Background: an optimization exercise with open tools, aiming at small area. Do not read the settings as production practice. Where RTL was checked, it was by simulation tests only, not by an equivalence proof against the original. Function not checked in runs 4 and 5: the RTL went through the layout flow alone.

**flow/flow/synth.tcl**
```tcl
proc synth {args} { yosys synth -nofsm -noshare {*}$args }
# ABC maps in two passes with delay-targeted area scripts: first the logic between the ports
# and the registers (whose paths also carry the input and output delays) with
# MY_ABC_SCRIPT_IO, then everything else with MY_ABC_SCRIPT.
proc abc {args} {
  set i [lsearch -exact $args -script]
  if { $i >= 0 && [info exists ::env(MY_ABC_SCRIPT)] } {
    set a_in [lreplace $args [expr {$i + 1}] [expr {$i + 1}] $::env(MY_ABC_SCRIPT_IO)]
    set a_rest [lreplace $args [expr {$i + 1}] [expr {$i + 1}] $::env(MY_ABC_SCRIPT)]
    set ff {sky130_fd_sc_hd__dfxtp_1 sky130_fd_sc_hd__dfrtp_1}
    yosys select -set ffs {*}[lmap c $ff {string cat t:$c}]
    yosys select -set iocone o:* %ci*:-sky130_fd_sc_hd__dfxtp_1\[Q\]:-sky130_fd_sc_hd__dfrtp_1\[Q\] i:* %co*:-sky130_fd_sc_hd__dfxtp_1\[D,CLK\]:-sky130_fd_sc_hd__dfrtp_1\[D,CLK,RESET_B\] %u @ffs %d
    yosys abc {*}$a_in @iocone
    yosys abc {*}$a_rest
  } else {
    yosys abc {*}$args
  }
}
source $::env(SCRIPTS_DIR)/synth.tcl
# left out here: clear keep_hierarchy, flatten, clean up, hide names made inside functions, write 1_2_yosys.v
```
**flow/flow/abc_area_io.script**
```
strash
dch
map -B 0.9 -D 6000
topo
stime -c
buffer -c
upsize -c -D 6000
dnsize -c -D 6000
```
**flow/flow/run.sh**
```bash
#!/bin/bash
# The standard layout (standard.sh), with these changes:
#  - synthesis leaves the adders to ABC (no full/half adder cells extracted first) and maps in
#    two passes with delay-targeted area scripts: the logic next to the ports with
#    flow/abc_area_io.script, the rest with flow/abc_area_d.script (flow/synth.tcl is
#    synth_recipe.tcl plus that one change);
#  - the port buffers use the smallest buffer cell.
set -euo pipefail
W=$PWD
export ADDER_MAP_FILE=
export BUFFER_PORTS_ARGS="-buffer_cell sky130_fd_sc_hd__buf_1"
export MY_ABC_SCRIPT="$W/flow/abc_area_d.script"
export MY_ABC_SCRIPT_IO="$W/flow/abc_area_io.script"
sed "s|SYNTH_SCRIPT=[^ ]*|SYNTH_SCRIPT=$W/flow/synth.tcl|" standard.sh > my_standard.sh
grep -q "SYNTH_SCRIPT=$W/flow/synth.tcl" my_standard.sh
bash my_standard.sh > standard_flow.log 2>&1
```
**flow/flow/abc_area_d.script**
```
strash
dch
map -B 0.9
topo
stime -c
buffer -c
upsize -c
dnsize -c
```
**flow/design.v**
```verilog
module add16_rca(
    input [15:0] a,
    input [15:0] b,
    input ci,
    output [15:0] s
);
wire [16:0] c;
assign c[0] = ci;
genvar k;
generate for (k = 0; k < 16; k = k + 1) begin : g
    assign s[k] = a[k] ^ b[k] ^ c[k];
    assign c[k+1] = (a[k] & b[k]) | (a[k] & c[k]) | (b[k] & c[k]);
end endgenerate
endmodule
module cordic_pipeline_top(
    input clk,
    input rst_n,
    input en,
    input mode,
    input [15:0] xi,
    input [15:0] yi,
    input [15:0] zi,
    output [15:0] xo,
    output [15:0] yo,
    output [15:0] zo,
    output valid
);
reg [5:0] valid_r;
always @(posedge clk or negedge rst_n)
    if (!rst_n) valid_r <= 6'b0;
    else valid_r <= {valid_r[4:0], en};
assign valid = valid_r[5];
wire d0 = mode ? yi[15] : ~zi[15];
wire [15:0] x1, y1;
add16_rca ux0(.a(xi), .b(yi ^ {16{d0}}), .ci(d0), .s(x1));
add16_rca uy0(.a(yi), .b(xi ^ {16{~d0}}), .ci(~d0), .s(y1));
wire [15:0] z1;
add16_rca uz0(.a(zi), .b(16'h3244 ^ {16{d0}}), .ci(d0), .s(z1));
reg [15:0] xr0, yr0, zr0;
reg mr0;
always @(posedge clk) begin
    xr0 <= x1;
    yr0 <= y1;
    zr0 <= z1;
    mr0 <= mode;
end
wire d1 = mr0 ? yr0[15] : ~zr0[15];
wire [15:0] x2, y2;
add16_rca ux1(.a(xr0), .b({{1{yr0[15]}}, yr0[15:1]} ^ {16{d1}}), .ci(d1), .s(x2));
add16_rca uy1(.a(yr0), .b({{1{xr0[15]}}, xr0[15:1]} ^ {16{~d1}}), .ci(~d1), .s(y2));
wire [15:0] z2;
add16_rca uz1(.a(zr0), .b(16'h1DAC ^ {16{d1}}), .ci(d1), .s(z2));
wire d2 = mr0 ? y2[15] : ~z2[15];
wire [15:0] x3, y3;
add16_rca ux2(.a(x2), .b({{2{y2[15]}}, y2[15:2]} ^ {16{d2}}), .ci(d2), .s(x3));
add16_rca uy2(.a(y2), .b({{2{x2[15]}}, x2[15:2]} ^ {16{~d2}}), .ci(~d2), .s(y3));
wire [15:0] z3;
add16_rca uz2(.a(z2), .b(16'h0FAE ^ {16{d2}}), .ci(d2), .s(z3));
reg [15:0] xr1, yr1, zr1;
reg mr1;
always @(posedge clk) begin
    xr1 <= x3;
    yr1 <= y3;
    zr1 <= z3;
    mr1 <= mr0;
end
wire d3 = mr1 ? yr1[15] : ~zr1[15];
wire [15:0] x4, y4;
add16_rca ux3(.a(xr1), .b({{3{yr1[15]}}, yr1[15:3]} ^ {16{d3}}), .ci(d3), .s(x4));
add16_rca uy3(.a(yr1), .b({{3{xr1[15]}}, xr1[15:3]} ^ {16{~d3}}), .ci(~d3), .s(y4));
wire [15:0] z4;
add16_rca uz3(.a(zr1), .b(16'h07F5 ^ {16{d3}}), .ci(d3), .s(z4));
wire d4 = mr1 ? y4[15] : ~z4[15];
wire [15:0] x5, y5;
add16_rca ux4(.a(x4), .b({{4{y4[15]}}, y4[15:4]} ^ {16{d4}}), .ci(d4), .s(x5));
add16_rca uy4(.a(y4), .b({{4{x4[15]}}, x4[15:4]} ^ {16{~d4}}), .ci(~d4), .s(y5));
wire [15:0] z5;
add16_rca uz4(.a(z4), .b(16'h03FF ^ {16{d4}}), .ci(d4), .s(z5));
reg [15:0] xr2, yr2, zr2;
reg mr2;
always @(posedge clk) begin
    xr2 <= x5;
    yr2 <= y5;
    zr2 <= z5;
    mr2 <= mr1;
end
wire zin5 = (zr2[15:10] == {6{1'b0}}) | (zr2[15:10] == {6{1'b1}});   
wire d5 = mr2 ? yr2[15] : ~zr2[15];
wire [15:0] x6, y6;
add16_rca ux5(.a(xr2), .b({{5{yr2[15]}}, yr2[15:5]} ^ {16{d5}}), .ci(d5), .s(x6));
add16_rca uy5(.a(yr2), .b({{5{xr2[15]}}, xr2[15:5]} ^ {16{~d5}}), .ci(~d5), .s(y6));
wire d6 = mr2 ? y6[15] : (zin5 ? zr2[9] : ~zr2[15]);
wire [15:0] x7, y7;
add16_rca ux6(.a(x6), .b({{6{y6[15]}}, y6[15:6]} ^ {16{d6}}), .ci(d6), .s(x7));
add16_rca uy6(.a(y6), .b({{6{x6[15]}}, x6[15:6]} ^ {16{~d6}}), .ci(~d6), .s(y7));
wire d7 = mr2 ? y7[15] : (zin5 ? zr2[8] : ~zr2[15]);
wire [15:0] x8, y8;
add16_rca ux7(.a(x7), .b({{7{y7[15]}}, y7[15:7]} ^ {16{d7}}), .ci(d7), .s(x8));
add16_rca uy7(.a(y7), .b({{7{x7[15]}}, x7[15:7]} ^ {16{~d7}}), .ci(~d7), .s(y8));
wire [15:0] zk3 = 16'd896 - ({13'b0, {d5, d6, d7}} << 8);
wire [15:0] zs3;
add16_rca uzs3(.a(zr2), .b(zk3), .ci(1'b0), .s(zs3));
reg [15:0] xr3, yr3, zr3;
reg mr3;
always @(posedge clk) begin
    xr3 <= x8;
    yr3 <= y8;
    zr3 <= zs3;
    mr3 <= mr2;
end
wire zin8 = (zr3[15:7] == {9{1'b0}}) | (zr3[15:7] == {9{1'b1}});   
wire d8 = mr3 ? yr3[15] : ~zr3[15];
wire [15:0] x9, y9;
add16_rca ux8(.a(xr3), .b({{8{yr3[15]}}, yr3[15:8]} ^ {16{d8}}), .ci(d8), .s(x9));
add16_rca uy8(.a(yr3), .b({{8{xr3[15]}}, xr3[15:8]} ^ {16{~d8}}), .ci(~d8), .s(y9));
wire d9 = mr3 ? y9[15] : (zin8 ? zr3[6] : ~zr3[15]);
wire [15:0] x10, y10;
add16_rca ux9(.a(x9), .b({{9{y9[15]}}, y9[15:9]} ^ {16{d9}}), .ci(d9), .s(x10));
add16_rca uy9(.a(y9), .b({{9{x9[15]}}, x9[15:9]} ^ {16{~d9}}), .ci(~d9), .s(y10));
wire d10 = mr3 ? y10[15] : (zin8 ? zr3[5] : ~zr3[15]);
wire [15:0] x11, y11;
add16_rca ux10(.a(x10), .b({{10{y10[15]}}, y10[15:10]} ^ {16{d10}}), .ci(d10), .s(x11));
add16_rca uy10(.a(y10), .b({{10{x10[15]}}, x10[15:10]} ^ {16{~d10}}), .ci(~d10), .s(y11));
wire [15:0] zk4 = 16'd112 - ({13'b0, {d8, d9, d10}} << 5);
wire [15:0] zs4;
add16_rca uzs4(.a(zr3), .b(zk4), .ci(1'b0), .s(zs4));
reg [15:0] xr4, yr4, zr4;
reg mr4;
always @(posedge clk) begin
    xr4 <= x11;
    yr4 <= y11;
    zr4 <= zs4;
    mr4 <= mr3;
end
wire zin11 = (zr4[15:4] == {12{1'b0}}) | (zr4[15:4] == {12{1'b1}});   
wire d11 = mr4 ? yr4[15] : ~zr4[15];
wire [15:0] x12, y12;
add16_rca ux11(.a(xr4), .b({{11{yr4[15]}}, yr4[15:11]} ^ {16{d11}}), .ci(d11), .s(x12));
add16_rca uy11(.a(yr4), .b({{11{xr4[15]}}, xr4[15:11]} ^ {16{~d11}}), .ci(~d11), .s(y12));
wire d12 = mr4 ? y12[15] : (zin11 ? zr4[3] : ~zr4[15]);
wire [15:0] x13, y13;
add16_rca ux12(.a(x12), .b({{12{y12[15]}}, y12[15:12]} ^ {16{d12}}), .ci(d12), .s(x13));
add16_rca uy12(.a(y12), .b({{12{x12[15]}}, x12[15:12]} ^ {16{~d12}}), .ci(~d12), .s(y13));
wire d13 = mr4 ? y13[15] : (zin11 ? zr4[2] : ~zr4[15]);
wire [15:0] x14, y14;
add16_rca ux13(.a(x13), .b({{13{y13[15]}}, y13[15:13]} ^ {16{d13}}), .ci(d13), .s(x14));
add16_rca uy13(.a(y13), .b({{13{x13[15]}}, x13[15:13]} ^ {16{~d13}}), .ci(~d13), .s(y14));
wire [15:0] zk5 = 16'd14 - ({13'b0, {d11, d12, d13}} << 2);
wire [15:0] zs5;
add16_rca uzs5(.a(zr4), .b(zk5), .ci(1'b0), .s(zs5));
reg [15:0] xr5, yr5, zr5;
reg mr5;
always @(posedge clk) begin
    xr5 <= x14;
    yr5 <= y14;
    zr5 <= zs5;
    mr5 <= mr4;
end
wire zin14 = (zr5[15:1] == {15{1'b0}}) | (zr5[15:1] == {15{1'b1}});   
wire d14 = mr5 ? yr5[15] : ~zr5[15];
wire [15:0] x15, y15;
add16_rca ux14(.a(xr5), .b({{14{yr5[15]}}, yr5[15:14]} ^ {16{d14}}), .ci(d14), .s(x15));
add16_rca uy14(.a(yr5), .b({{14{xr5[15]}}, xr5[15:14]} ^ {16{~d14}}), .ci(~d14), .s(y15));
wire [15:0] zk6 = 16'd1 - ({15'b0, d14} << 1);
wire [15:0] zs6;
add16_rca uzs6(.a(zr5), .b(zk6), .ci(1'b0), .s(zs6));
assign xo = x15;
assign yo = y15;
assign zo = zs6;
endmodule
```
**flow/standard.sh**
```bash
#!/bin/bash
# synth_recipe.tcl (not shown) runs the flow's synth.tcl, then flattens the netlist and writes it again
# the make line also repeats each setting of config.mk as NAME=value (left out here)
make -C /OpenROAD-flow-scripts/flow DESIGN_CONFIG=/design/flow/config.mk WORK_HOME=/design/flow/orfs CLKGATE_MAP_FILE= SYNTH_SCRIPT=/design/flow/synth_recipe.tcl "${@:-finish}"
```
**flow/constraint.sdc**
```tcl
create_clock -name core_clock -period 8.0 [get_ports {clk}]
set_input_delay 1.6000 -clock core_clock [delete_from_list [all_inputs] [get_ports {clk}]]
set_output_delay 1.6000 -clock core_clock [all_outputs]
set_load 0.01 [all_outputs]
```
**flow/config.mk**
```make
export PLATFORM = sky130hd
export DESIGN_NAME = cordic_pipeline_top
export DESIGN_NICKNAME = cordic_pipeline_top
export VERILOG_FILES = /design/flow/design.v
export SDC_FILE = /design/flow/constraint.sdc
export NUM_CORES = 4
export LEC_CHECK = 0
export ABC_AREA = 1
export CAP_MARGIN = 20
export CORE_MARGIN = 2
export CORE_UTILIZATION = 55
export CTS_BUF_LIST = sky130_fd_sc_hd__clkbuf_8 sky130_fd_sc_hd__clkbuf_16
export CTS_CLUSTER_DIAMETER = 100
export CTS_CLUSTER_SIZE = 30
export SLEW_MARGIN = 20
```
==> run notes, run 1 <==
* Status: timing/DRC/antenna clean
* Worst Path Required at approximately 8400 ps
* Placed Cells at ~5200
* Final #Nets at roughly 4600
* Worst hold margin at between 300 and 400 ps
* Area delta synth->final at 7.28%
* Largest net degree at the start of global routing at 36
* Clock latency (worst-skew pair) at about 530 ps
* Crit start category: flop
* Synthesized instance count at between 4000 and 5000
* DRC viols at 0
* Die Area at approximately 0.053 mm2
* Gr usage total at about 22%
* Core Area at 0.0511 mm2
* Worst Max-Slew Pin Slew at between 900 and 1000 ps
* Fin worst setup slack at around 710 ps
* Post-place instance area at approximately 0.029 mm2
* Die Height at about 230 um
* Vias in the first global route at roughly 21000
* Final hold viol count at 0
* Worst path slowest cell: dfxtp_4
* Port buffer count at 100
* First-pass GRT wire length at 99300 um
* Drt pass-1 iters at 5
* WS Path Type: reg2reg
* Rows at 83
* Max-slew violations at 0
* Ys flop type: dfxtp_1
* Met2 Wirelength at slightly below 30000 um
* Hold Path Class: reg2reg
* Vias at approximately 24000
* Number of synthesized flops with an enable pin at 0
* WL/cell at 11.5 um
* Max Used Layer: met4
* Routed Antenna Nets at 0
* Syn Nets at between 4000 and 5000
* Most common cell after layout, fill and taps aside: nand2_1
* Clock Pin Slew Worst Setup and Hold Paths at ~110 ps
* Max stage delay on crit path at between 300 and 400 ps
* CTS Buffer Depth at 3
* Unique cell type count in the Yosys netlist at 45
* Ant. Diodes at 0
* Rel. slew slack at between 30% and 40%
* Share of cells above drive strength 1 at 17.3%
* Crit share post-route at approximately nine tenths
* Detailed placer's ending HPWL at between 50000 and 60000 um
* I/O pin count at 101
* DR vias/cell at about 4.6
* Crit path arrival time at about 7700 ps
* H-tree lvl count at 1
* YS warnings at 1
* Final setup violating endpoints at 0
* Fmax at between 0.1 and 0.15 GHz
* Mean Syn Cell Area at 6.38 um2
* Final GP Congestion at about 0.85
* Min Tclk post-route at between 7000 and 8000 ps
* Worst slack at placement at 246 ps
* Post-Route M1 WL at ~29000 um
* Cts hold-fix bufs at 0
* Fillers at roughly 5200
* Crit. End Element: flop
* Die W at between 200 and 250 um
* Clk_skew at 15.0 ps
* Synth async-reset ratio at 2.01%
* Antenna violations before repair at 0
* Area of the multi-input gates at a little over 0.02 mm2
* DRT iter0 DRCs at 845
* TritonCTS clock tree: done
* Register area at roughly 0.0060 mm2
* Synth Register Bits at approximately 300
* Critical path's top delay family: simple AND/OR/NAND/NOR gates
* Starting Density at a little under three fifths
* Wirelength, routed at roughly 60000 um
* Root buffer cell: clkbuf_16
* Most frequent cells in the layout: nand2_1, xor2_1, inv_1, xnor2_1, or2_2
* Max FO, Critical Path at 7
* Crit path top cell by count: nand2_2
* Post-Syn Area at between 0.02 and 0.03 mm2
* Non-Filler Instances at 5237
* Max-Cap Viols at 0
* Met3 routed WL at 967 um
* Post-synthesis sequential area ratio at between 20% and 30%
* CTS sink cnt at between 200 and 300
* CTS buffer count at 15
* Buf+Inv Stages, Crit Path at 2
* Overflow left after global routing at 0
* Final instance area at ~0.030 mm2
-- per-layer routing --
layer	vias up	track usage (%)
li1	13500	-
met1	10300	28.2
met3	44	1.70
met4	0	3.79
met2	121	42.3
met5	-	0
-- worst paths after layout --
check / start / end / slack, ps / depth (start not counted)
setup reg to reg: mr2$_DFF_P_ / xr3[15]$_DFF_P_ / 710 / 83
hold / removal: zr2[1]$_DFF_P_ / zr3[1]$_DFF_P_ / 340 / 0
min in group asynchronous: rst_n / valid_r[3]$_DFF_PN0_ / 920 / 1
setup / recovery: mr2$_DFF_P_ / xr3[15]$_DFF_P_ / 710 / 83
max in group asynchronous: rst_n / valid_r[0]$_DFF_PN0_ / 6840 / 1
hold reg to reg: zr2[1]$_DFF_P_ / zr3[1]$_DFF_P_ / 340 / 0
-- worst register-to-register path: cells and delay by family, from the launching register on --
| kind | cells | cell delay [ps] |
|---|---|---|
| XOR/XNOR | 3 | 370 |
| AO/OA/AOI/OAI | 1 | 270 |
| AND/OR/NAND/NOR | 77 | 5800 |
| buffers and inverters | 2 | 330 |
| flip-flops | 1 | 390 |
-- layout make-up --
cell class / count / area share, %
multi-input combinational: 3685 / 67.8
sequential: 299 / 19.9
inverter: 382 / 4.79
timing repair buffer: 167 / 2.92
tap: 680 / 2.81
clock buffer: 15 / 1.24
clock inverter: 9 / 0.520
-- cells in the mapped netlist (7+ instances only) --
library cell / count / area (um2)
maj3_1: 8 / 80.1
buf_6: 17 / 191
nand2_1: 1802 / 6760
xor2_1: 482 / 4220
or2_1: 30 / 188
nand4_1: 10 / 62.6
nand2_4: 15 / 169
or2_2: 301 / 1880
xnor2_1: 327 / 2860
o21ai_0: 73 / 365
nand3_1: 107 / 536
or2_4: 7 / 61.3
dfxtp_1: 293 / 5870
buf_1: 9 / 33.8
a21oi_1: 38 / 190
nand3_2: 46 / 460
inv_2: 7 / 26.3
nor2_1: 124 / 465
inv_1: 367 / 1380
nand2_2: 272 / 1700
clkbuf_1: 29 / 109
-- metrics by stage --
| step | TNS [ps] | util (%) |
|---|---|---|
| finish | 0 | 59.4 |
| global route | -72.6 | 59.4 |
| CTS | 0 | 58.5 |
| detailed placement | 0 | 57.5 |
| global placement | 0 | 57.5 |
| floorplan | 0 | - |
-- timing repair --
action                     CTS  global route
setup buffers                0            27
hold endpoints to repair     0             0
setup endpoints to repair    0            32
gates resized for setup      0            44
-- cell families after synthesis --
| group | Yosys count | synth area share (%) |
|---|---|---|
| xor gates and xnor gates | 811 | 25.2 |
| buffers and inverters | 451 | 6.75 |
| and+or+nand+nor | 2726 | 43.8 |
| DFF | 299 | 21.3 |
| adders and majority gates | 8 | 0.283 |
| AOI/OAI and AO/OA | 136 | 2.65 |
| muxes | 1 | 0.0797 |
==> run 2: changes to the inputs <==
--- a/flow/config.mk
+++ b/flow/config.mk
@@ -10,6 +10,6 @@
 export CORE_MARGIN = 2
-export CORE_UTILIZATION = 55
-export CTS_BUF_LIST = sky130_fd_sc_hd__clkbuf_8 sky130_fd_sc_hd__clkbuf_16
-export CTS_CLUSTER_DIAMETER = 100
-export CTS_CLUSTER_SIZE = 30
+export CORE_UTILIZATION = 65
+export CTS_BUF_LIST = sky130_fd_sc_hd__clkbuf_8
+export CTS_CLUSTER_DIAMETER = 80
+export CTS_CLUSTER_SIZE = 18
 export SLEW_MARGIN = 20
==> run 2 against run 1 <==
  * Critical path type unchanged
  * Critical endpoint is now xr5[15]$_DFF_P_
  * Non-clock buffer count increased by 14
  * Sequential share of layout area about the same
  * Die area decreased by 15%
==> run notes, run 2 <==
* WL/cell at 11.3 um (was 11.5 um)
* DR vias/cell at 4.76 (was 4.57)
* Die W at 213 um (was 231 um)
* Final #Nets at 4623 (was 4602)
* Fillers at 3932 (was 5199)
* DRT iter0 DRCs at 882 (was 845)
* Final core occ at 70.6% (was 59.4%)
* Fmax at 0.137 GHz (about the same)
* Detailed placer's ending HPWL at 48500 um (was 51400 um)
* TritonCTS clock tree: done (unchanged)
* Synth top cells by count: nand2_1, xor2_1, inv_1 (unchanged)
* Number of synthesized flops with an enable pin at 0 (unchanged)
* Worst Path Required at 8530 ps (was 8410 ps)
* Antenna violations before repair at 0 (unchanged)
* Gr usage total at 25.4% (was 22.5%)
* WS Path Type: reg2reg (unchanged)
* CTS sink cnt at 299 (unchanged)
* Largest net degree at the start of global routing at 45 (was 36)
* Routed Antenna Nets at 0 (unchanged)
* Clock Pin Slew Worst Setup and Hold Paths at 110 ps (about the same)
* Non-Filler Instances at 5166 (was 5237)
* Overflow left after global routing at 0 (unchanged)
* Simple-Gate Fraction of Synth Area at 43.8% (unchanged)
* Wirelength, routed at 58600 um (was 60100 um)
* Max FO, Critical Path at 15 (was 7)
* I/O pin count at 101 (unchanged)
* Max-Cap Viols at 0 (unchanged)
* Clock latency (worst-skew pair) at 630 ps (was 530 ps)
* Worst reg2reg path depth at 88 (was 83)
* Min Tclk post-route at 7310 ps (was 7290 ps)
* Final hold viol count at 0 (unchanged)
* Final setup violating endpoints at 0 (unchanged)
* Max-slew violations at 0 (unchanged)
* Status: timing/DRC/antenna clean (unchanged)
* Synth Area in Compound Gates at 2.65% (unchanged)
* Main combinational cell family by area after synthesis: simple AND/OR/NAND/NOR gates (unchanged)
* Post-synthesis sequential area ratio at 21.3% (unchanged)
* Hold Path Class: reg2reg (unchanged)
* Core Area at 0.0430 mm2 (was 0.0511 mm2)
* Max stage delay on crit path at 360 ps (was 390 ps)
* Worst Max-Slew Pin Slew at 917 ps (was 933 ps)
* Unique cell type count in the Yosys netlist at 45 (unchanged)
* Synthesized instance count at 4432 (unchanged)
* Hold Path Cell Cnt at 0 (unchanged)
* Crit. End Element: flop (unchanged)
* Mean Syn Cell Area at 6.38 um2 (unchanged)
* Worst hold margin at 337 ps (was 338 ps)
* Die Height at 213 um (was 231 um)
* Area delta synth->final at 7.38% (was 7.28%)
* CTS buffer count at 23 (was 15)
* Drt pass-1 iters at 5 (unchanged)
* Main area contributors after synthesis: nand2_1, dfxtp_1, xor2_1, xnor2_1, or2_2 (unchanged)
* Vias in the first global route at 21600 (was 21400)
* Ant. Diodes at 0 (unchanged)
* Area share of fa/ha/maj cells after synthesis at 0.283% (unchanged)
* Crit path arrival time at 7840 ps (was 7700 ps)
* Final GP Congestion at 0.893 (was 0.851)
* Cts hold-fix bufs at 0 (unchanged)
* Die Area at 0.0452 mm2 (was 0.0532 mm2)
* First-pass GRT wire length at 94500 um (was 99300 um)
* Synth top area share at 23.9% (unchanged)
* Crit start category: flop (unchanged)
* Share of cells above drive strength 1 at 18.2% (was 17.3%)
* Port buffer count at 100 (unchanged)
* Critical path depth in cells at 88 (was 83)
* Most frequent cell after synthesis: nand2_1 (unchanged)
* Ys flop type: dfxtp_1 (unchanged)
* Worst path slowest cell: dfxtp_2 (was dfxtp_4)
* Clk_skew at 26.2 ps (was 15.0 ps)
* Rows at 76 (was 83)
* H-tree lvl count at 1 (unchanged)
* Starting Density at 65.8% (was 55.3%)
* Cell taking the most area after synthesis: nand2_1 (unchanged)
* Synth async-reset ratio at 2.01% (unchanged)
* CTS Buffer Depth at 3 (unchanged)
* Placed Cells at 5077 (was 5183)
* YS warnings at 1 (unchanged)
* Syn Nets at 4484 (unchanged)
* Post-Syn Area at 0.0283 mm2 (unchanged)
* Buf+Inv Stages, Crit Path at 4 (was 2)
* Crit share post-route at 91.4% (was 91.1%)
* DRC viols at 0 (unchanged)
* Rel. slew slack at 38.2% (was 37.1%)
* Critical path's top delay family: simple AND/OR/NAND/NOR gates (unchanged)
* Synth Register Bits at 299 (unchanged)
* Most frequent cells in the layout: nand2_1, xor2_1, inv_1, xnor2_1, or2_2 (unchanged)
* Crit path top cell by count: nand2_2 (unchanged)
* Post-synthesis mux area share at 0.0797% (unchanged)
* Vias at 24600 (was 24000)
* Root buffer cell: clkbuf_8 (was clkbuf_16)
* Xor/xnor cell area share of the yosys netlist at 25.2% (unchanged)
* Most common cell after layout, fill and taps aside: nand2_1 (unchanged)
-- run 2: cell counts after synthesis --
Identical to the previous run, type by type.
-- run 2: area by class of cell --
class	instances	area (um2)	area share, %
Clock buffer	23	317	1.04
Multi-Input combinational cell	3684	20700	68.1
Timing Repair Buffer	181	1030	3.40
Tap cell	585	732	2.41
Clock inverter	12	118	0.387
Sequential cell	299	6040	19.9
Inverter	382	1450	4.79
-- run 2: worst paths after layout --
check                                  endpoint           start  slack, ps
setup reg to reg                xr5[15]$_DFF_P_     mr4$_DFF_P_        690
setup / recovery                xr5[15]$_DFF_P_     mr4$_DFF_P_        690
hold / removal                   zr3[3]$_DFF_P_  zr2[3]$_DFF_P_        340
min in group asynchronous  valid_r[0]$_DFF_PN0_           rst_n        830
max in group asynchronous  valid_r[4]$_DFF_PN0_           rst_n       6930
hold reg to reg                  zr3[3]$_DFF_P_  zr2[3]$_DFF_P_        340
-- run 2: timing repair --
action | in CTS | in global routing
setup buffers | 0 | 52
endpoints found under the hold margin | 0 | 0
gates resized for setup | 0 | 81
endpoints found under the setup margin | 0 | 48
-- run 2: metal layers --
metal | vias up | GRT usage (%) | share of wire, %
met4 | 0 | 6.29 | 2.8
li1 | 13600 | - | -
met1 | 10700 | 29.7 | 44
met3 | 86 | 2.19 | 2.3
met2 | 219 | 49.5 | 51
met5 | - | 0 | 0
-- run 2: through the flow --
| step | setup WS [ps] | cell area [um2] | TNS, ps |
|---|---|---|---|
| floorplan | 1470 | 28300 | 0 |
| global placement | 439 | 29200 | 0 |
| detailed placement | 246 | 29200 | 0 |
| CTS | 185 | 29600 | 0 |
| global route | -116 | 30400 | -326 |
| finish | 689 | 30400 | 0 |
-- run 2: logic make-up (layout without fill, tap and decap cells) --
logic type	count (synthesis)	after routing
AO/OA/AOI/OAI	136	137
buffers and inverters	451	598
XOR/XNOR	811	811
multiplexers	1	1
AND/OR/NAND/NOR	2726	2727
adder cells (fa/ha/maj)	8	8
flip-flops	299	299
==> run 3: changes to the inputs <==
==> flow/flow/abc_area_d.script (replaced) <==
strash
dch
map -B 0.9
topo
stime -c
dnsize -c
==> run 3 against run 2 <==
  * Still clean
  * Critical endpoint is now yr4[15]$_DFF_P_
  * Non-clock buffer count is 86 higher
  * Largest cell class unchanged
  * Register-to-register slack worse by 180 ps
  * Final cell count is 0.58% higher
==> run notes, run 3 <==
* I/O pin count at 101 (unchanged)
* CTS Buffer Depth at 3 (unchanged)
* Hold Path Class: reg2reg (unchanged)
* Gr usage total at 25.9% (was 25.4%)
* Crit start category: flop (unchanged)
* First-pass GRT wire length at 91700 um (was 94500 um)
* Worst Max-Slew Pin Slew at 731 ps (was 917 ps)
* Antenna violations before repair at 0 (unchanged)
* WS Path Type: reg2reg (unchanged)
* Post-place instance area at 0.0285 mm2 (was 0.0292 mm2)
* TritonCTS clock tree: done (unchanged)
* Area share of fa/ha/maj cells after synthesis at 0.299% (was 0.283%)
* Number of synthesized flops with an enable pin at 0 (unchanged)
* Vias in the first global route at 21200 (was 21600)
* Non-Filler Instances at 5196 (was 5166)
* CTS sink cnt at 299 (unchanged)
* Rel. slew slack at 50.8% (was 38.2%)
* Post-Syn Area at 0.0267 mm2 (was 0.0283 mm2)
* DRT iter0 DRCs at 929 (was 882)
* Final hold viol count at 0 (unchanged)
* Most frequent cell after synthesis: nand2_1 (unchanged)
* Final instance area at 0.0309 mm2 (was 0.0304 mm2)
* Main combinational cell family by area after synthesis: simple AND/OR/NAND/NOR gates (unchanged)
* Synth Register Bits at 299 (unchanged)
* Die W at 207 um (was 213 um)
* Max FO, Critical Path at 5 (was 15)
* Clk_skew at 24.7 ps (was 26.2 ps)
* Synth top cells by count: nand2_1, xor2_1, or2_2 (was nand2_1, xor2_1, inv_1)
* Min Tclk post-route at 7490 ps (was 7310 ps)
* Most frequent cells in the layout: nand2_1, xor2_1, xnor2_1, or2_2, clkinv_1 (was nand2_1, xor2_1, inv_1, xnor2_1, or2_2)
* Mean Syn Cell Area at 6.10 um2 (was 6.38 um2)
* Simple-Gate Fraction of Synth Area at 42.4% (was 43.8%)
* Max-slew violations at 0 (unchanged)
* WL/cell at 11.3 um (about the same)
* Wirelength, routed at 58600 um (about the same)
* Crit path arrival time at 8000 ps (was 7840 ps)
* Main area contributors after synthesis: nand2_1, dfxtp_1, xor2_1, xnor2_1, or2_2 (unchanged)
* Final setup violating endpoints at 0 (unchanged)
* Hold Path Cell Cnt at 0 (unchanged)
* Crit path top cell by count: nand2_1 (was nand2_2)
* Fmax at 0.134 GHz (was 0.137 GHz)
* Post-synthesis mux area share at 0.0374% (was 0.0797%)
* Root buffer cell: clkbuf_8 (unchanged)
* Largest net degree at the start of global routing at 45 (unchanged)
* Final GP Congestion at 0.887 (was 0.893)
* Crit share post-route at 93.6% (was 91.4%)
* Synth top area share at 29.3% (was 23.9%)
* CTS buffer count at 23 (unchanged)
* Setup TNS at 0 ps (unchanged)
* Die Area at 0.0428 mm2 (was 0.0452 mm2)
* Crit. End Element: flop (unchanged)
* Max stage delay on crit path at 410 ps (was 360 ps)
* Vias at 25000 (was 24600)
* Unique cell type count in the Yosys netlist at 27 (was 45)
* Most common cell after layout, fill and taps aside: nand2_1 (unchanged)
* Status: timing/DRC/antenna clean (unchanged)
* YS warnings at 1 (unchanged)
* Clock Pin Slew Worst Setup and Hold Paths at 110 ps (about the same)
* Worst hold margin at 329 ps (was 337 ps)
* Clock latency (worst-skew pair) at 610 ps (was 630 ps)
* Final #Nets at 4709 (was 4623)
* Synth async-reset ratio at 2.01% (unchanged)
* Routed Antenna Nets at 0 (unchanged)
* Port buffer count at 100 (unchanged)
* Syn Nets at 4433 (was 4484)
* Detailed placer's ending HPWL at 46800 um (was 48500 um)
* Worst path slowest cell: dfxtp_4 (was dfxtp_2)
* Cell taking the most area after synthesis: nand2_1 (unchanged)
* Max-Cap Viols at 0 (unchanged)
* Ant. Diodes at 0 (unchanged)
* Starting Density at 65.6% (was 65.8%)
* Worst Path Required at 8520 ps (was 8530 ps)
* Rows at 74 (was 76)
* H-tree lvl count at 1 (unchanged)
* Placed Cells at 5092 (was 5077)
* Synth Area in Compound Gates at 2.63% (was 2.65%)
* Overflow left after global routing at 0 (unchanged)
* Area delta synth->final at 15.7% (was 7.38%)
* Ys flop type: dfxtp_1 (unchanged)
* Core Area at 0.0407 mm2 (was 0.0430 mm2)
* Post-synthesis sequential area ratio at 22.5% (was 21.3%)
* Worst reg2reg path depth at 82 (was 88)
* DRC viols at 0 (unchanged)
* Xor/xnor cell area share of the yosys netlist at 26.6% (was 25.2%)
* Cts hold-fix bufs at 0 (unchanged)
* Fillers at 3511 (was 3932)
* Die Height at 207 um (was 213 um)
* Drt pass-1 iters at 5 (unchanged)
* Share of cells above drive strength 1 at 19.6% (was 18.2%)
* Synthesized instance count at 4381 (was 4432)
* DR vias/cell at 4.81 (was 4.76)
## run 3: routing by layer
metal / up-vias / global-route usage, % / wire (um)
met5: - / 0 / 0
met4: 0 / 7.57 / 1630
met3: 92 / 2.09 / 1680
met2: 322 / 50.3 / 30100
met1: 10800 / 30.1 / 25200
li1: 13800 / - / -
## run 3: repair_timing
item | 4_1_cts | 5_1_grt
gates cloned | 0 | 2
setup buffers | 4 | 66
pin swaps | 3 | 114
resized for setup | 21 | 432
endpoints found under the setup margin | 15 | 90
## run 3: final timing paths
| path | startpoint | end | slack (ps) |
|---|---|---|---|
| hold reg to reg | zr2[0]$_DFF_P_ | zr3[0]$_DFF_P_ | 330 |
| setup / recovery | mr3$_DFF_P_ | yr4[15]$_DFF_P_ | 510 |
| setup reg to reg | mr3$_DFF_P_ | yr4[15]$_DFF_P_ | 510 |
| max in group asynchronous | rst_n | valid_r[1]$_DFF_PN0_ | 6920 |
| min in group asynchronous | rst_n | valid_r[0]$_DFF_PN0_ | 850 |
| hold / removal | zr2[0]$_DFF_P_ | zr3[0]$_DFF_P_ | 330 |
## run 3: cell families (layout without fill, tap and decap cells)
logic type / Yosys count / count (layout)
XOR/XNOR: 811 / 811
flip-flops: 299 / 299
AND/OR/NAND/NOR: 2726 / 2728
multiplexers: 1 / 1
adder cells (fa/ha/maj): 8 / 8
buffers and inverters: 400 / 681
AO/OA/AOI/OAI: 136 / 136
## run 3: area by class of cell
class | instances | area, um2 | share of cell area (%)
timing repair buffer | 267 | 1740 | 5.62
clock buffer | 24 | 330 | 1.07
inverter | 382 | 1460 | 4.71
multi-input combinational | 3684 | 20600 | 66.7
sequential | 299 | 6040 | 19.5
tap | 532 | 666 | 2.15
clock inverter | 8 | 80.1 | 0.259
## run 3: per-stage QoR
step                      utilization [%]  worst slack (ps)
final                                76.0               513
after global routing                 76.0              -256
after CTS                            71.3              1.66
after detailed placement             70.1              -279
after global placement               70.1             -55.8
after floorplan                         -              10.9
## run 3: critical path, delay by kind of cell (launching register included)
family        cells  cell delay [ps]
buf+inv           5              600
simple gates     75             6080
flops             1              410
xor+xnor          2              310
==> run 4: changes to the inputs <==
--- a/flow/design.v
+++ b/flow/design.v
@@ -95,7 +95,3 @@
 add16_rca uy6(.a(y6), .b({{6{x6[15]}}, x6[15:6]} ^ {16{~d6}}), .ci(~d6), .s(y7));
-wire d7 = mr2 ? y7[15] : (zin5 ? zr2[8] : ~zr2[15]);
-wire [15:0] x8, y8;
-add16_rca ux7(.a(x7), .b({{7{y7[15]}}, y7[15:7]} ^ {16{d7}}), .ci(d7), .s(x8));
-add16_rca uy7(.a(y7), .b({{7{x7[15]}}, x7[15:7]} ^ {16{~d7}}), .ci(~d7), .s(y8));
-wire [15:0] zk3 = 16'd896 - ({13'b0, {d5, d6, d7}} << 8);
+wire [15:0] zk3 = 16'd768 - ({14'b0, {d5, d6}} << 9);
 wire [15:0] zs3;
@@ -105,4 +101,4 @@
 always @(posedge clk) begin
-    xr3 <= x8;
-    yr3 <= y8;
+    xr3 <= x7;
+    yr3 <= y7;
     zr3 <= zs3;
@@ -110,8 +106,12 @@
 end
-wire zin8 = (zr3[15:7] == {9{1'b0}}) | (zr3[15:7] == {9{1'b1}});   
-wire d8 = mr3 ? yr3[15] : ~zr3[15];
+wire zin7 = (zr3[15:8] == {8{1'b0}}) | (zr3[15:8] == {8{1'b1}});   
+wire d7 = mr3 ? yr3[15] : ~zr3[15];
+wire [15:0] x8, y8;
+add16_rca ux7(.a(xr3), .b({{7{yr3[15]}}, yr3[15:7]} ^ {16{d7}}), .ci(d7), .s(x8));
+add16_rca uy7(.a(yr3), .b({{7{xr3[15]}}, xr3[15:7]} ^ {16{~d7}}), .ci(~d7), .s(y8));
+wire d8 = mr3 ? y8[15] : (zin7 ? zr3[7] : ~zr3[15]);
 wire [15:0] x9, y9;
-add16_rca ux8(.a(xr3), .b({{8{yr3[15]}}, yr3[15:8]} ^ {16{d8}}), .ci(d8), .s(x9));
-add16_rca uy8(.a(yr3), .b({{8{xr3[15]}}, xr3[15:8]} ^ {16{~d8}}), .ci(~d8), .s(y9));
-wire d9 = mr3 ? y9[15] : (zin8 ? zr3[6] : ~zr3[15]);
+add16_rca ux8(.a(x8), .b({{8{y8[15]}}, y8[15:8]} ^ {16{d8}}), .ci(d8), .s(x9));
+add16_rca uy8(.a(y8), .b({{8{x8[15]}}, x8[15:8]} ^ {16{~d8}}), .ci(~d8), .s(y9));
+wire d9 = mr3 ? y9[15] : (zin7 ? zr3[6] : ~zr3[15]);
 wire [15:0] x10, y10;
@@ -119,7 +119,3 @@
 add16_rca uy9(.a(y9), .b({{9{x9[15]}}, x9[15:9]} ^ {16{~d9}}), .ci(~d9), .s(y10));
-wire d10 = mr3 ? y10[15] : (zin8 ? zr3[5] : ~zr3[15]);
-wire [15:0] x11, y11;
-add16_rca ux10(.a(x10), .b({{10{y10[15]}}, y10[15:10]} ^ {16{d10}}), .ci(d10), .s(x11));
-add16_rca uy10(.a(y10), .b({{10{x10[15]}}, x10[15:10]} ^ {16{~d10}}), .ci(~d10), .s(y11));
-wire [15:0] zk4 = 16'd112 - ({13'b0, {d8, d9, d10}} << 5);
+wire [15:0] zk4 = 16'd224 - ({13'b0, {d7, d8, d9}} << 6);
 wire [15:0] zs4;
@@ -129,4 +125,4 @@
 always @(posedge clk) begin
-    xr4 <= x11;
-    yr4 <= y11;
+    xr4 <= x10;
+    yr4 <= y10;
     zr4 <= zs4;
@@ -134,8 +130,12 @@
 end
-wire zin11 = (zr4[15:4] == {12{1'b0}}) | (zr4[15:4] == {12{1'b1}});   
-wire d11 = mr4 ? yr4[15] : ~zr4[15];
+wire zin10 = (zr4[15:5] == {11{1'b0}}) | (zr4[15:5] == {11{1'b1}});   
+wire d10 = mr4 ? yr4[15] : ~zr4[15];
+wire [15:0] x11, y11;
+add16_rca ux10(.a(xr4), .b({{10{yr4[15]}}, yr4[15:10]} ^ {16{d10}}), .ci(d10), .s(x11));
+add16_rca uy10(.a(yr4), .b({{10{xr4[15]}}, xr4[15:10]} ^ {16{~d10}}), .ci(~d10), .s(y11));
+wire d11 = mr4 ? y11[15] : (zin10 ? zr4[4] : ~zr4[15]);
 wire [15:0] x12, y12;
-add16_rca ux11(.a(xr4), .b({{11{yr4[15]}}, yr4[15:11]} ^ {16{d11}}), .ci(d11), .s(x12));
-add16_rca uy11(.a(yr4), .b({{11{xr4[15]}}, xr4[15:11]} ^ {16{~d11}}), .ci(~d11), .s(y12));
-wire d12 = mr4 ? y12[15] : (zin11 ? zr4[3] : ~zr4[15]);
+add16_rca ux11(.a(x11), .b({{11{y11[15]}}, y11[15:11]} ^ {16{d11}}), .ci(d11), .s(x12));
+add16_rca uy11(.a(y11), .b({{11{x11[15]}}, x11[15:11]} ^ {16{~d11}}), .ci(~d11), .s(y12));
+wire d12 = mr4 ? y12[15] : (zin10 ? zr4[3] : ~zr4[15]);
 wire [15:0] x13, y13;
@@ -143,7 +143,3 @@
 add16_rca uy12(.a(y12), .b({{12{x12[15]}}, x12[15:12]} ^ {16{~d12}}), .ci(~d12), .s(y13));
-wire d13 = mr4 ? y13[15] : (zin11 ? zr4[2] : ~zr4[15]);
-wire [15:0] x14, y14;
-add16_rca ux13(.a(x13), .b({{13{y13[15]}}, y13[15:13]} ^ {16{d13}}), .ci(d13), .s(x14));
-add16_rca uy13(.a(y13), .b({{13{x13[15]}}, x13[15:13]} ^ {16{~d13}}), .ci(~d13), .s(y14));
-wire [15:0] zk5 = 16'd14 - ({13'b0, {d11, d12, d13}} << 2);
+wire [15:0] zk5 = 16'd28 - ({13'b0, {d10, d11, d12}} << 3);
 wire [15:0] zs5;
@@ -153,4 +149,4 @@
 always @(posedge clk) begin
-    xr5 <= x14;
-    yr5 <= y14;
+    xr5 <= x13;
+    yr5 <= y13;
     zr5 <= zs5;
@@ -158,8 +154,12 @@
 end
-wire zin14 = (zr5[15:1] == {15{1'b0}}) | (zr5[15:1] == {15{1'b1}});   
-wire d14 = mr5 ? yr5[15] : ~zr5[15];
+wire zin13 = (zr5[15:2] == {14{1'b0}}) | (zr5[15:2] == {14{1'b1}});   
+wire d13 = mr5 ? yr5[15] : ~zr5[15];
+wire [15:0] x14, y14;
+add16_rca ux13(.a(xr5), .b({{13{yr5[15]}}, yr5[15:13]} ^ {16{d13}}), .ci(d13), .s(x14));
+add16_rca uy13(.a(yr5), .b({{13{xr5[15]}}, xr5[15:13]} ^ {16{~d13}}), .ci(~d13), .s(y14));
+wire d14 = mr5 ? y14[15] : (zin13 ? zr5[1] : ~zr5[15]);
 wire [15:0] x15, y15;
-add16_rca ux14(.a(xr5), .b({{14{yr5[15]}}, yr5[15:14]} ^ {16{d14}}), .ci(d14), .s(x15));
-add16_rca uy14(.a(yr5), .b({{14{xr5[15]}}, xr5[15:14]} ^ {16{~d14}}), .ci(~d14), .s(y15));
-wire [15:0] zk6 = 16'd1 - ({15'b0, d14} << 1);
+add16_rca ux14(.a(x14), .b({{14{y14[15]}}, y14[15:14]} ^ {16{d14}}), .ci(d14), .s(x15));
+add16_rca uy14(.a(y14), .b({{14{x14[15]}}, x14[15:14]} ^ {16{~d14}}), .ci(~d14), .s(y15));
+wire [15:0] zk6 = 16'd3 - ({14'b0, {d13, d14}} << 1);
 wire [15:0] zs6;
==> flow/flow/abc_area_d.script (replaced) <==
strash
dch
map -B 0.9
topo
stime -c
buffer -c
upsize -c
dnsize -c
--- a/flow/config.mk
+++ b/flow/config.mk
@@ -10,6 +10,6 @@
 export CORE_MARGIN = 2
-export CORE_UTILIZATION = 65
-export CTS_BUF_LIST = sky130_fd_sc_hd__clkbuf_8
-export CTS_CLUSTER_DIAMETER = 80
-export CTS_CLUSTER_SIZE = 18
+export CORE_UTILIZATION = 55
+export CTS_BUF_LIST = sky130_fd_sc_hd__clkbuf_8 sky130_fd_sc_hd__clkbuf_16
+export CTS_CLUSTER_DIAMETER = 100
+export CTS_CLUSTER_SIZE = 30
 export SLEW_MARGIN = 20
==> run 4 against run 3 <==
  * Maximum frequency up 0.66%
  * Sequential cell count stayed put
  * Global-route usage decreased by 2.8 points
  * Non-clock buffer count shrank 87
==> run notes, run 4 <==
* Post-synthesis mux area share at 0% (was 0.0374%)
* Final setup violating endpoints at 0 (unchanged)
* YS warnings at 1 (unchanged)
* Hold Path Class: reg2reg (unchanged)
* Post-synthesis sequential area ratio at 21.8% (was 22.5%)
* Synth top cells by count: nand2_1, xor2_1, inv_1 (was nand2_1, xor2_1, or2_2)
* Starting Density at 55.3% (was 65.6%)
* Synth top area share at 25.9% (was 29.3%)
* Worst path slowest cell: dfxtp_4 (unchanged)
* Root buffer cell: clkbuf_16 (was clkbuf_8)
* Area share of fa/ha/maj cells after synthesis at 0.762% (was 0.299%)
* Area delta synth->final at 10.0% (was 15.7%)
* Xor/xnor cell area share of the yosys netlist at 25.0% (was 26.6%)
* WS Path Type: reg2out (was reg2reg)
* Worst Path Required at 6400 ps (was 8520 ps)
* Largest net degree at the start of global routing at 31 (was 45)
* Die Height at 228 um (was 207 um)
* Crit path top cell by count: nand2_1 (unchanged)
* Main area contributors after synthesis: nand2_1, dfxtp_1, xor2_1, xnor2_1, or2_2 (unchanged)
* DRT iter0 DRCs at 942 (was 929)
* DRC viols at 0 (unchanged)
* Clk_skew at 30.1 ps (was 24.7 ps)
* Status: timing/DRC/antenna clean (unchanged)
* RSZ-0062 raised after global routing: true
* Crit. End Element: output port (was flop)
* Crit share post-route at 93.0% (was 93.6%)
* Syn Nets at 4460 (was 4433)
* Synth Area in Compound Gates at 2.56% (was 2.63%)
* Fmax at 0.134 GHz (about the same)
* CTS sink cnt at 299 (unchanged)
* CTS buffer count at 17 (was 23)
* Cell taking the most area after synthesis: nand2_1 (unchanged)
* Min Tclk post-route at 7440 ps (was 7490 ps)
* Buf+Inv Stages, Crit Path at 3 (was 5)
* Wirelength, routed at 60800 um (was 58600 um)
* Max FO, Critical Path at 5 (unchanged)
* Hold Path Cell Cnt at 0 (unchanged)
* Crit start category: flop (unchanged)
* Setup TNS at 0 ps (unchanged)
* Final #Nets at 4600 (was 4709)
* Max stage delay on crit path at 420 ps (was 410 ps)
* Vias at 24300 (was 25000)
* First-pass GRT wire length at 101000 um (was 91700 um)
* Critical path depth in cells at 64 (was 82)
* Worst hold margin at 336 ps (was 329 ps)
* Die W at 228 um (was 207 um)
* DR vias/cell at 4.64 (was 4.81)
* Number of synthesized flops with an enable pin at 0 (unchanged)
* Drt pass-1 iters at 5 (unchanged)
* Routed Antenna Nets at 0 (unchanged)
* Fin worst setup slack at 562 ps (was 513 ps)
* Ant. Diodes at 0 (unchanged)
* TritonCTS clock tree: done (unchanged)
* Critical path's top delay family: simple AND/OR/NAND/NOR gates (unchanged)
* Port buffer count at 100 (unchanged)
* Overflow left after global routing at 0 (unchanged)
* Die Area at 0.0519 mm2 (was 0.0428 mm2)
* Ys flop type: dfxtp_1 (unchanged)
* Worst slack at placement at 103 ps (was -279 ps)
* Most frequent cell after synthesis: nand2_1 (unchanged)
* Mean Syn Cell Area at 6.26 um2 (was 6.10 um2)
* Final hold viol count at 0 (unchanged)
* Most common cell after layout, fill and taps aside: nand2_1 (unchanged)
* Synth async-reset ratio at 2.01% (unchanged)
* Rel. slew slack at 55.0% (was 50.8%)
* Max-slew violations at 0 (unchanged)
* Non-Filler Instances at 5231 (was 5196)
* Worst Max-Slew Pin Slew at 671 ps (was 731 ps)
* Crit path arrival time at 5840 ps (was 8000 ps)
* CTS Buffer Depth at 3 (unchanged)
* H-tree lvl count at 1 (unchanged)
* Most frequent cells in the layout: nand2_1, xor2_1, inv_1, xnor2_1, or2_2 (was nand2_1, xor2_1, xnor2_1, or2_2, clkinv_1)
* Detailed placer's ending HPWL at 50900 um (was 46800 um)
* Rows at 82 (was 74)
* Clock Pin Slew Worst Setup and Hold Paths at 110 ps (about the same)
* Antenna violations before repair at 0 (unchanged)
* WL/cell at 11.6 um (was 11.3 um)
* Placed Cells at 5150 (was 5092)
* Final GP Congestion at 0.850 (was 0.887)
* I/O pin count at 101 (unchanged)
* Unique cell type count in the Yosys netlist at 44 (was 27)
* Clock latency (worst-skew pair) at 560 ps (was 610 ps)
* Simple-Gate Fraction of Synth Area at 43.3% (was 42.4%)
* Main combinational cell family by area after synthesis: simple AND/OR/NAND/NOR gates (unchanged)
* Worst reg2reg path depth at 88 (was 82)
* Cts hold-fix bufs at 0 (unchanged)
* Max-Cap Viols at 0 (unchanged)
* Gr usage total at 23.1% (was 25.9%)
* Core Area at 0.0499 mm2 (was 0.0407 mm2)
* Post-Syn Area at 0.0276 mm2 (was 0.0267 mm2)
* Synthesized instance count at 4408 (was 4381)
* Vias in the first global route at 21700 (was 21200)
* Share of cells above drive strength 1 at 16.8% (was 19.6%)
* Synth Register Bits at 299 (unchanged)
[run 4: changes by cell type after synthesis, moves of 9 or more]
cell      change
nand3_2      +21
buf_6         +9
or2_1        +20
o21ai_0      -30
nand3_1      -22
or2_2        -37
nand2_2     +190
clkinv_1    -327
maj3_1       +13
inv_1       +331
xor2_1       -15
nand2_1     -186
clkbuf_1     +25
xnor2_1      -11
[run 4: worst register-to-register path: cells and delay by family, from the launching register on]
kind                      cells  cell delay [ps]
and+or+nand+nor              81             5800
AOI/OAI and AO/OA             3              490
DFF                           1              380
buffers and inverters         3              280
xor gates and xnor gates      1              240
[run 4: final timing paths]
check | startpoint | to | slack (ps)
worst min-delay path | zr3[4]$_DFF_P_ | zr4[4]$_DFF_P_ | 340
worst min register to register | zr3[4]$_DFF_P_ | zr4[4]$_DFF_P_ | 340
worst max-delay path | mr5$_DFF_P_ | xo[15] | 560
worst max register to register | mr4$_DFF_P_ | zr5[15]$_DFF_P_ | 690
min in group asynchronous | rst_n | valid_r[5]$_DFF_PN0_ | 940
max in group asynchronous | rst_n | valid_r[3]$_DFF_PN0_ | 6760
[run 4: logic make-up after synthesis]
kind of cell,after synthesis
XOR/XNOR,786
adder cells (fa/ha/maj),21
buffers and inverters,457
flip-flops,299
AO/OA/AOI/OAI,125
AND/OR/NAND/NOR,2720
[run 4: area by class of cell]
| cell class | instances | area, um2 |
|---|---|---|
| Clock inverter | 12 | 214 |
| Sequential cell | 299 | 6040 |
| Tap cell | 672 | 841 |
| Clock buffer | 18 | 439 |
| Timing Repair Buffer | 180 | 1030 |
| Fill cell | 4978 | 19500 |
| Inverter | 395 | 1510 |
| Multi-Input combinational cell | 3655 | 20300 |
[run 4: layer usage]
metal	vias up	wire length [um]	GRT usage, %
li1	13500	-	-
met1	10500	28300	29.0
met2	175	30700	43.3
met3	56	941	1.76
met4	0	996	4.00
met5	-	0	0
[run 4: repair_timing]
action	in CTS	in global routing
pin swaps	0	39
setup buffers	0	48
gates resized for setup	2	165
setup endpoints to repair	3	58
gates cloned	0	3
[run 4: metrics by stage]
step / instance area (um2) / utilization (%)
5_1_grt: 30300 / 60.8
2_1_floorplan: 27600 / -
3_3_place_gp: 28700 / 57.6
3_5_place_dp: 28700 / 57.6
4_1_cts: 29400 / 59.0
6_report: 30300 / 60.8
==> run 5: changes to the inputs <==
--- a/flow/config.mk
+++ b/flow/config.mk
@@ -10,6 +10,6 @@
 export CORE_MARGIN = 2
-export CORE_UTILIZATION = 55
-export CTS_BUF_LIST = sky130_fd_sc_hd__clkbuf_8 sky130_fd_sc_hd__clkbuf_16
-export CTS_CLUSTER_DIAMETER = 100
-export CTS_CLUSTER_SIZE = 30
+export CORE_UTILIZATION = 65
+export CTS_BUF_LIST = sky130_fd_sc_hd__clkbuf_8
+export CTS_CLUSTER_DIAMETER = 80
+export CTS_CLUSTER_SIZE = 18
 export SLEW_MARGIN = 20
==> run 5 against run 4 <==
  * Still clean on timing, DRC and antenna
  * Wire length decreased by 2.2%
  * Clock skew up 11 ps
  * Setup slack got worse by 10 ps
  * Critical path depth is 2 lower
  * Die area down 15%
  * Non-clock buffer count is 5 higher
  * Synthesized cell count stayed put
  * Largest cell class unchanged
==> run notes, run 5 <==
* Simple-Gate Fraction of Synth Area at 43.3% (unchanged)
* Area share of fa/ha/maj cells after synthesis at 0.762% (unchanged)
* Main combinational cell family by area after synthesis: simple AND/OR/NAND/NOR gates (unchanged)
* Starting Density at 65.7% (was 55.3%)
* Post-synthesis sequential area ratio at 21.8% (unchanged)
* YS warnings at 1 (unchanged)
* Share of cells above drive strength 1 at 17.0% (was 16.8%)
* Overflow left after global routing at 0 (unchanged)
* Post-Syn Area at 0.0276 mm2 (unchanged)
* Gr usage total at 26.4% (was 23.1%)
* Routed Antenna Nets at 0 (unchanged)
* Crit path top cell by count: nand2_1 (unchanged)
* Wirelength, routed at 59500 um (was 60800 um)
* Most frequent cell after synthesis: nand2_1 (unchanged)
* Crit start category: flop (unchanged)
* Final #Nets at 4612 (was 4600)
* Die W at 210 um (was 228 um)
* Most frequent cells in the layout: nand2_1, xor2_1, inv_1, xnor2_1, or2_2 (unchanged)
* Mean Syn Cell Area at 6.26 um2 (unchanged)
* Synth top area share at 25.9% (unchanged)
* Vias at 24700 (was 24300)
* Synth async-reset ratio at 2.01% (unchanged)
* Root buffer cell: clkbuf_8 (was clkbuf_16)
* Post-synthesis mux area share at 0% (unchanged)
* Vias in the first global route at 22000 (was 21700)
* DRC viols at 0 (unchanged)
* Area delta synth->final at 9.04% (was 10.0%)
* H-tree lvl count at 1 (unchanged)
* First-pass GRT wire length at 97500 um (was 101000 um)
* I/O pin count at 101 (unchanged)
* Ant. Diodes at 0 (unchanged)
* Hold Path Class: reg2reg (unchanged)
* Core Area at 0.0419 mm2 (was 0.0499 mm2)
* Crit. End Element: output port (unchanged)
* Drt pass-1 iters at 7 (was 5)
* Port buffer count at 100 (unchanged)
* Largest net degree at the start of global routing at 43 (was 31)
* Ys flop type: dfxtp_1 (unchanged)
* DR vias/cell at 4.83 (was 4.64)
* Cell taking the most area after synthesis: nand2_1 (unchanged)
* Synthesized instance count at 4408 (unchanged)
* Max-Cap Viols at 0 (unchanged)
* Synth Register Bits at 299 (unchanged)
* Rel. slew slack at 29.5% (was 55.0%)
* Crit path arrival time at 5850 ps (was 5840 ps)
* CTS buffer count at 25 (was 17)
* Clk_skew at 40.8 ps (was 30.1 ps)
* Hold Path Cell Cnt at 0 (unchanged)
* Number of synthesized flops with an enable pin at 0 (unchanged)
* Status: timing/DRC/antenna clean (unchanged)
* Most common cell after layout, fill and taps aside: nand2_1 (unchanged)
* Die Area at 0.0441 mm2 (was 0.0519 mm2)
* Clock Pin Slew Worst Setup and Hold Paths at 100 ps (was 110 ps)
* Worst Max-Slew Pin Slew at 1050 ps (was 671 ps)
* Unique cell type count in the Yosys netlist at 44 (unchanged)
* Die Height at 210 um (was 228 um)
* Final hold viol count at 0 (unchanged)
* Synth top cells by count: nand2_1, xor2_1, inv_1 (unchanged)
* Final GP Congestion at 0.889 (was 0.850)
* Clock latency (worst-skew pair) at 620 ps (was 560 ps)
* Min Tclk post-route at 7450 ps (was 7440 ps)
* Max stage delay on crit path at 380 ps (was 420 ps)
* Worst hold margin at 331 ps (was 336 ps)
* Rows at 75 (was 82)
* DRT iter0 DRCs at 1038 (was 942)
* Antenna violations before repair at 0 (unchanged)
* CTS Buffer Depth at 3 (unchanged)
* Max-slew violations at 0 (unchanged)
* Worst path slowest cell: dfxtp_4 (unchanged)
* WL/cell at 11.6 um (about the same)
* Crit share post-route at 93.1% (was 93.0%)
* Synth Area in Compound Gates at 2.56% (unchanged)
* Worst reg2reg path depth at 85 (was 88)
* Detailed placer's ending HPWL at 49100 um (was 50900 um)
* Xor/xnor cell area share of the yosys netlist at 25.0% (unchanged)
* Fmax at 0.134 GHz (about the same)
* Syn Nets at 4460 (unchanged)
* Final setup violating endpoints at 0 (unchanged)
* Main area contributors after synthesis: nand2_1, dfxtp_1, xor2_1, xnor2_1, or2_2 (unchanged)
* CTS sink cnt at 299 (unchanged)
* Setup TNS at 0 ps (unchanged)
* Worst Path Required at 6400 ps (about the same)
* WS Path Type: reg2out (unchanged)
* Max FO, Critical Path at 11 (was 5)
* TritonCTS clock tree: done (unchanged)
[run 5: per-stage QoR]
step / utilization [%] / setup WS (ps) / cell area [um2] / std cells
6_report: 71.7 / 552 / 30100 / 5111
5_1_grt: 71.7 / -63.4 / 30100 / 5111
4_1_cts: 69.3 / 10.3 / 29100 / 5053
3_5_place_dp: 68.1 / 211 / 28600 / 5014
3_3_place_gp: 68.1 / 357 / 28600 / 5014
2_1_floorplan: - / 1200 / 27600 / 4408
[run 5: critical path, delay by kind of cell, from the launching register on]
kind | cells | cell delay [ps]
buffers and inverters | 3 | 230
DFF | 1 | 380
and+or+nand+nor | 59 | 4650
[run 5: cell type report]
class	instances	area, um2
clock buffers	27	372
clock inverters	12	143
multi-input cells	3654	20300
flip-flops and latches	299	6050
inverters	395	1500
fillers	3797	11900
well taps	539	674
repair buffers	185	1040
[run 5: routing by layer]
| layer | vias up | track usage, % | wire length, um |
|---|---|---|---|
| li1 | 13500 | - | - |
| met1 | 10800 | 31.7 | 26800 |
| met2 | 238 | 51.0 | 30100 |
| met3 | 67 | 2.53 | 1540 |
| met4 | 0 | 5.23 | 1060 |
| met5 | - | 0 | 0 |
[run 5: logic make-up (layout without fill, tap and decap cells)]
logic type,Yosys count,after routing
adders and majority gates,21,21
DFF,299,299
buffers and inverters,457,619
and+or+nand+nor,2720,2722
AOI/OAI and AO/OA,125,125
xor gates and xnor gates,786,786
[run 5: timing repair]
| action | 4_1_cts | 5_1_grt |
|---|---|---|
| resized for setup | 3 | 163 |
| endpoints found under the setup margin | 3 | 59 |
| pin swaps | 0 | 37 |
| hold buffers | 0 | 0 |
| buffers inserted | 0 | 56 |
| cloned | 0 | 2 |
[run 5: worst paths after layout]
kind / startpoint / end / slack (ps)
worst max-delay path: mr5$_DFF_P_ / xo[15] / 550
worst max register to register: yr3[15]$_DFF_P_ / yr4[15]$_DFF_P_ / 690
min in group asynchronous: rst_n / valid_r[2]$_DFF_PN0_ / 850
worst min-delay path: zr2[3]$_DFF_P_ / zr3[3]$_DFF_P_ / 330
max in group asynchronous: rst_n / valid_r[3]$_DFF_PN0_ / 6890
worst min register to register: zr2[3]$_DFF_P_ / zr3[3]$_DFF_P_ / 330

separate check: timing with driven ports:
The results above use ideal ports. As a check the final layouts listed here were re-extracted and re-timed, cells and wires unchanged. Step 1 assumes that a clkbuf_16 drives the clock port and a buf_2 every other input. Step 2 adds t to the input delays and takes it off the output delays; t is the mean of the earliest and latest rising clock arrival at the registers after step 1. Input paths then give back, and output paths get back, about the clock's delay inside the block. Slacks: ideal ports / drivers / drivers and shift; pairs: ideal ports / drivers.
run	t (ns)	setup WS [ns]	pins driven straight from the clock port
run 1	0.581	0.712 / 0.712 / 0.712	1
run 2	0.667	0.689 / 0.689 / 0.689	1
run 3	0.649	0.513 / 0.513 / 0.513	1
run 4	0.599	0.562 / 0.504 / 0.695	1
run 5	0.657	0.552 / 0.499 / 0.694	1
After both steps setup and hold are still met in every run listed.
